Source: an optimization exercise on an open RTL-to-GDS flow (aim: small area). Production flows keep margins and buffers that such runs may drop.
At most, simulation tests tie the RTL to the original design; equivalence was not proved.
No activity file was given, so power comes from the tool's default toggle rates.

==> module ALU_ft, before the edit <==
module ALU_ft (
    input              clk,
    input              rst,
    input      [31:0]  A,
    input      [31:0]  B,
    input      [2:0]   ALUControl,
    output reg [31:0]  Result,
    output reg         Zero,
    output reg         Carry,
    output reg         OverFlow,
    output             Negative,
    output reg         fault_detected_out
);
    wire [31:0] res;
    wire z, nz, cout, c31;
    ALU u_alu (
        .A(A),
        .B(B),
        .ALUControl(ALUControl),
        .res(res),
        .z(z),
        .nz(nz),
        .cout(cout),
        .c31(c31)
    );
    reg        q;
    reg        mism;
    reg [31:0] t2;
    wire f     = fault_detected_out;
    wire s3    = q & f;
    wire load  = q & (f | ~mism);
    wire nload = ~load;
    wire arith = ~ALUControl[2] & ~ALUControl[1];
    wire [31:0] r_d;
    genvar i;
    generate
        for (i = 0; i < 32; i = i + 1) begin : hold
            c_o22a u_h (.a1(res[i]), .a2(nload), .b1(Result[i]), .b2(load), .y(r_d[i]));
        end
    endgenerate
    wire [31:0] t2_d;
    wire ns3 = ~s3;
    generate
        for (i = 0; i < 32; i = i + 1) begin : t2hold
            c_o22a u_t (.a1(res[i]), .a2(s3), .b1(t2[i]), .b2(ns3), .y(t2_d[i]));
        end
    endgenerate
    wire zero_d, carry_d, ovf_d, mism_d, cmp_r;
    wire nmism = ~mism;
    c_o22a u_zd (.a1(z), .a2(nload), .b1(Zero), .b2(load), .y(zero_d));
    c_o22a u_cd (.a1(arith & cout), .a2(nload), .b1(Carry), .b2(load), .y(carry_d));
    c_o22a u_vd (.a1(arith & (cout ^ c31)), .a2(nload), .b1(OverFlow), .b2(load), .y(ovf_d));
    c_o22a u_mc (.a1(ne), .a2(mism), .b1(nz), .b2(nmism), .y(cmp_r));
    assign mism_d = ~q & cmp_r;
    wire [31:0] eq;
    wire [7:0]  e4n;
    wire [3:0]  e8;
    wire        ne;
    generate
        for (i = 0; i < 32; i = i + 1) begin : cmp
            c_xnor2 u_x (.a(res[i]), .b(t2[i]), .y(eq[i]));
        end
        for (i = 0; i < 8; i = i + 1) begin : cmp4
            c_nand4 u_n (.a(eq[4*i]), .b(eq[4*i+1]), .c(eq[4*i+2]), .d(eq[4*i+3]), .y(e4n[i]));
        end
        for (i = 0; i < 4; i = i + 1) begin : cmp8
            c_nor2 u_r (.a(e4n[2*i]), .b(e4n[2*i+1]), .y(e8[i]));
        end
    endgenerate
    c_nand4 u_ne (.a(e8[0]), .b(e8[1]), .c(e8[2]), .d(e8[3]), .y(ne));
    always @(posedge clk or negedge rst) begin
        if (!rst) begin
            q                  <= 1'b0;
            fault_detected_out <= 1'b0;
            Result             <= 32'b0;
            Zero               <= 1'b0;
            Carry              <= 1'b0;
            OverFlow           <= 1'b0;
        end
        else begin
            q                  <= ~q | (~f & mism);
            fault_detected_out <= q & (f | mism);
            Result             <= r_d;
            Zero               <= zero_d;
            Carry              <= carry_d;
            OverFlow           <= ovf_d;
        end
    end
    always @(posedge clk or negedge rst) begin
        if (!rst)
            mism <= 1'b1;
        else
            mism <= mism_d;
    end
    always @(posedge clk) begin
        t2 <= t2_d;
    end
    assign Negative = Result[31];
endmodule
Settings: LEC_CHECK=0, CAP_MARGIN=10, CORE_MARGIN=2, CORE_UTILIZATION=40, SLEW_MARGIN=10, SYNTH_HIERARCHICAL=1; clock period 6.0 ns.
standard.sh (not shown) runs the stock make flow with config.mk's settings and CLKGATE_MAP_FILE= SYNTH_SCRIPT=/design/flow/synth_recipe.tcl, a recipe that flattens the netlist after the stock synthesis.
==> flow/flow/run.sh <==
#!/bin/bash
# Own flow: the standard layout (standard.sh, unchanged synthesis) with
#  - the synthesized netlist's combinational cells set to drive strength 1
#    (flow/downsize.py) before floorplanning; the flow's repair steps size
#    them up again where needed;
#  - port buffers made sky130_fd_sc_hd__buf_1 (BUFFER_PORTS_ARGS);
#  - clock tree synthesis without dummy loads, with clkbuf_4 buffers
#    (CTS_ARGS; the rest as cts.tcl sets them).
# Every tool's full output stays in orfs/logs/ under this folder; make's
# output goes to synth.log and layout.log here, downsize.py's to downsize.log.
set -euo pipefail
export BUFFER_PORTS_ARGS="-buffer_cell sky130_fd_sc_hd__buf_1"
export CTS_ARGS="-sink_clustering_enable -repair_clock_nets -buf_list sky130_fd_sc_hd__clkbuf_4 -sink_clustering_size 30 -dont_use_dummy_load"
res=orfs/results/$FLOW_PLATFORM/ALU_ft/base
bash standard.sh synth > synth.log 2>&1
python3 flow/downsize.py $res/1_2_yosys.v $FLOW_HOME/platforms/$FLOW_PLATFORM/lib/sky130_fd_sc_hd__tt_025C_1v80.lib > downsize.log 2>&1
touch $res/1_2_yosys.v $res/1_2_yosys.sdc
rm -f $res/1_synth.odb $res/1_synth.sdc
bash standard.sh finish > layout.log 2>&1
test -f out/final.def
Other scripts of this flow, unchanged in this note and not shown: flow/flow/downsize.py
Then changed:
--- a/flow/design.v
+++ b/flow/design.v
@@ -737,4 +737,5 @@
     );
     reg        q;
+    reg        t2_valid;
     reg        mism;
     reg [31:0] t2;
@@ -758,11 +759,10 @@
         end
     endgenerate
-    wire zero_d, carry_d, ovf_d, mism_d, cmp_r;
-    wire nmism = ~mism;
+    wire zero_d, carry_d, ovf_d, mism_d;
+    wire nt2v = ~t2_valid;
     c_o22a u_zd (.a1(z), .a2(nload), .b1(Zero), .b2(load), .y(zero_d));
     c_o22a u_cd (.a1(arith & cout), .a2(nload), .b1(Carry), .b2(load), .y(carry_d));
     c_o22a u_vd (.a1(arith & (cout ^ c31)), .a2(nload), .b1(OverFlow), .b2(load), .y(ovf_d));
-    c_o22a u_mc (.a1(ne), .a2(mism), .b1(nz), .b2(nmism), .y(cmp_r));
-    assign mism_d = ~q & cmp_r;
+    c_o22a u_md (.a1(ne), .a2(nt2v), .b1(nz), .b2(t2_valid), .y(mism_d));
     wire [31:0] eq;
     wire [7:0]  e4n;
@@ -785,4 +785,5 @@
             q                  <= 1'b0;
             fault_detected_out <= 1'b0;
+            t2_valid           <= 1'b0;
             Result             <= 32'b0;
             Zero               <= 1'b0;
@@ -793,4 +794,5 @@
             q                  <= ~q | (~f & mism);
             fault_detected_out <= q & (f | mism);
+            t2_valid           <= 1'b1;
             Result             <= r_d;
             Zero               <= zero_d;
@@ -799,12 +801,7 @@
         end
     end
-    always @(posedge clk or negedge rst) begin
-        if (!rst)
-            mism <= 1'b1;
-        else
-            mism <= mism_d;
-    end
     always @(posedge clk) begin
-        t2 <= t2_d;
+        mism <= mism_d;
+        t2   <= t2_d;
     end
     assign Negative = Result[31];
Effect: The new run ran to the end with no violations; register-to-register slack hardly moves; synthesized area is higher by about 0.3%; worst hold slack hardly moves; wire length is lower by 1.9%; power is higher by about 14%; core utilization stays flat; sequential power is higher by 15%; global-route usage is lower by 0.36 points; die area is higher by 0.30%; design area is about the same; sequential share of layout area is higher by 0.22 points; via count is lower by about 0.9%; worst setup slack is better by 0.20 ns; fmax is higher by 3.6%.
No functional check of the RTL was part of the second run of this note.

==> what the ideal ports hide <==
In the flow no input, the clock included, has a driving cell. The finished layouts below were timed again as built, in two steps.
Step 1 assumes that a clkbuf_16 drives the clock port and a buf_2 every other input.
Step 2 adds t to the input delays and takes it off the output delays; t is the mean of the earliest and latest rising clock arrival at the registers after step 1. Input paths then give back, and output paths get back, about the clock's delay inside the block.
Slacks: no drivers / after step 1 / after step 2; pairs: no drivers / after step 1.
| run | t (ns) | slack for setup (ns) | worst slew at a driven data input, ns |
|---|---|---|---|
| the first run | 0.422 | 0.391 / 0.397 / -0.025 | 0.04 |
| the second run | 0.426 | 0.587 / 0.589 / 0.162 | 0.04 |
With both steps, setup timing fails in the first run, where it was met with ideal ports. The setup slack of the second run, which loses most, moves by +0.002 ns with the drivers and by -0.425 ns with both steps.
